This is an optimization exercise on Yosys and OpenROAD, whose aim is a short achievable clock period and few clock cycles, not a production implementation.
Power and IR drop assume default switching activity.

west:
==> flow/design.v (excerpt) <==
module MCU(clk,reset,imem_addr,imem_data,dmem_addr,dmem_we,dmem_wdata,dmem_rdata,
           in_data,out_we,out_addr,out_data);
input clk,reset;
output [7:0] imem_addr;
input [16:0] imem_data;
output [7:0] dmem_addr;
output dmem_we;
output [7:0] dmem_wdata;
input [7:0] dmem_rdata;
input [7:0] in_data;
output out_we;
output [7:0] out_addr, out_data;
localparam [4:0] OP_ADD = 5'b00001, OP_ANI = 5'b00010, OP_ADI = 5'b00011,
                 OP_SUB = 5'b00100, OP_SLT = 5'b00101, OP_NOT = 5'b00110,
                 OP_LD  = 5'b00111, OP_ST  = 5'b01000, OP_MOV = 5'b01001,
                 OP_JMP = 5'b01010, OP_JMR = 5'b01011, OP_JML = 5'b01100,
                 OP_ORI = 5'b01101, OP_XOR = 5'b01110, OP_SHL = 5'b01111,
                 OP_SHR = 5'b10001, OP_BZ  = 5'b10010, OP_BNZ = 5'b10011,
                 OP_IN  = 5'b10100, OP_OUT = 5'b10101;
reg [7:0]  pc_f;         
reg        kill_f;       
reg [16:0] ir_d;         
reg [7:0]  pc1_d;        
reg        kill_d;       
reg [7:0]  a_ex, b_ex;   
reg [7:0]  q_addr;       
reg [7:0]  q_wdata;      
reg [2:0]  sh_ex;
reg [7:0]  mskl_ex, mskr_ex;   
reg [2:0]  da_ex;
reg        rw_ex, mw_ex, out_ex;
reg        add_ex, sub_ex, slt_ex, and_ex, or_ex, xor_ex, not_ex, mov_ex,
           shl_ex, shr_ex, ld_ex, in_ex;
reg        bz_ex, bnz_ex, jr_ex, jpc_ex;
reg        pend_ex;      
reg [7:0]  t_ex;         
reg [7:0]  t1_ex;        
reg [7:0]  rf [1:7];
reg        rfz [1:7];    
wire [7:0] res_ex;
wire       zr_ex, zall_ex;
MCU_alu u_alu (.a(a_ex), .b(b_ex), .sh(sh_ex), .mskl(mskl_ex), .mskr(mskr_ex),
  ...
export LEC_CHECK = 0
export ABC_CLOCK_PERIOD_IN_PS = 2000
export CAP_MARGIN = 20
export CORE_MARGIN = 2
export CORE_UTILIZATION = 40
export SLEW_MARGIN = 20
export SYNTH_HIERARCHICAL = 1
export TNS_END_PERCENT = 100
create_clock -name core_clock -period 8.0 [get_ports {clk}]
standard.sh (not shown) runs the stock make flow with config.mk's settings and CLKGATE_MAP_FILE= SYNTH_SCRIPT=/design/flow/synth_recipe.tcl, a recipe that flattens the netlist after the stock synthesis.
==> flow/flow/run.sh <==
#!/bin/bash
set -euo pipefail
bash standard.sh SETUP_SLACK_MARGIN=5.5 MATCH_CELL_FOOTPRINT=0 \
  "BUFFER_PORTS_ARGS=-buffer_cell sky130_fd_sc_hd__buf_4" finish > standard_flow.log 2>&1
--- input diff west..south ---
-- flow/design.v --
<<< west, line 42
module MCU_alu(a, b, sh, mskl, mskr, op_add, op_sub, op_slt, op_and, op_or,
               op_xor, op_not, op_mov, op_shl, op_shr, op_ld, op_in,
               rdata, indata, res, zr, zall);
input  [7:0] a, b;
input  [2:0] sh;
>>> south, line 42
module MCU_alu(a, b, sh, mskl, mskr, op_add, op_sub, op_slt, op_and, op_or,
               op_xor, op_not, op_mov, op_shl, op_shr, op_ld, op_in,
               rdata, indata, res, zr);
input  [7:0] a, b;
input  [2:0] sh;
<<< west, line 51
output [7:0] res;
output       zr;
output       zall;    
wire [7:0] sum, diff;
wire       c_add, c_sub;
>>> south, line 51
output [7:0] res;
output       zr;
wire [7:0] sum, diff;
wire       c_add, c_sub;
<<< west, line 82
          | (op_shl & ~|(a & mskl))
          | (op_shr & ~|(a & mskr));
assign zall = zr
            | (op_slt & c_sub)
            | (op_ld  & ~|rdata)
            | (op_in  & ~|indata);
endmodule
`timescale 1ns / 1ps
>>> south, line 81
          | (op_shl & ~|(a & mskl))
          | (op_shr & ~|(a & mskr));
endmodule
`timescale 1ns / 1ps
<<< west, line 143
reg        rfz [1:7];    
wire [7:0] res_ex;
wire       zr_ex, zall_ex;
MCU_alu u_alu (.a(a_ex), .b(b_ex), .sh(sh_ex), .mskl(mskl_ex), .mskr(mskr_ex),
               .op_add(add_ex), .op_sub(sub_ex), .op_slt(slt_ex), .op_and(and_ex),
               .op_or(or_ex), .op_xor(xor_ex), .op_not(not_ex), .op_mov(mov_ex),
               .op_shl(shl_ex), .op_shr(shr_ex), .op_ld(ld_ex), .op_in(in_ex),
               .rdata(dmem_rdata), .indata(in_data), .res(res_ex), .zr(zr_ex), .zall(zall_ex));
assign dmem_addr  = q_addr;
assign dmem_wdata = q_wdata;
>>> south, line 138
reg        rfz [1:7];    
wire [7:0] res_ex;
wire       zr_ex;
MCU_alu u_alu (.a(a_ex), .b(b_ex), .sh(sh_ex), .mskl(mskl_ex), .mskr(mskr_ex),
               .op_add(add_ex), .op_sub(sub_ex), .op_slt(slt_ex), .op_and(and_ex),
               .op_or(or_ex), .op_xor(xor_ex), .op_not(not_ex), .op_mov(mov_ex),
               .op_shl(shl_ex), .op_shr(shr_ex), .op_ld(ld_ex), .op_in(in_ex),
               .rdata(dmem_rdata), .indata(in_data), .res(res_ex), .zr(zr_ex));
assign dmem_addr  = q_addr;
assign dmem_wdata = q_wdata;
<<< west, line 158
  if (rw_ex && da_ex != 3'd0) begin
    rf[da_ex]  <= res_ex;
    rfz[da_ex] <= zall_ex;
  end
wire a_ex_zero = (a_ex == 8'd0);
>>> south, line 153
  if (rw_ex && da_ex != 3'd0) begin
    rf[da_ex]  <= res_ex;
    rfz[da_ex] <= (res_ex == 8'd0);
  end
wire a_ex_zero = (a_ex == 8'd0);
Notes after the runs:
- Compared with west, south improves die area.
- Summary of south over west: area of the mapped netlist dropped about 2.7%, chip height dropped 2.2 um, via count dropped 660, fraction of power consumed by combinational cells dropped 1.4 points, routed wire length dropped 8.2%.
- Per the comparison of south with west, shortest clock period the worst path allows after layout up 0.29 ns; post-detailed-placement cell area down 210 um^2; total power down 1.0%.
- Delta (south minus west): internal power ~0 delta; final clock period utilization by the worst path went up by 3.6 points.
No functional check of the RTL was part of any run of this note.

## re-timing with driven ports
Ports are ideal in the flow. The routed layouts listed here were re-timed in OpenROAD. Step 1: set_driving_cell puts a clkbuf_16 on clk and a buf_2 on each other input, an assumption about the parent block. Step 2 times the ports against the registers' clock, not the clock port: input delays grow and output delays shrink by t, the midpoint of the rising clock arrivals with the driver on. a / b / c = ideal / step 1 / step 2; a / b = the first two.
| run | t, ns | setup WS [ns] | worst slew at a driven data input, ns |
|---|---|---|---|
| west | 0.478 | 4.955 / 4.955 / 4.530 | 0.06 |
| south | 0.477 | 4.666 / 4.666 / 4.448 | 0.04 |
After both steps setup and hold are still met in every run listed. For west, which loses most, drivers alone change the setup slack by 0.000 ns; drivers and shift together by -0.425 ns.
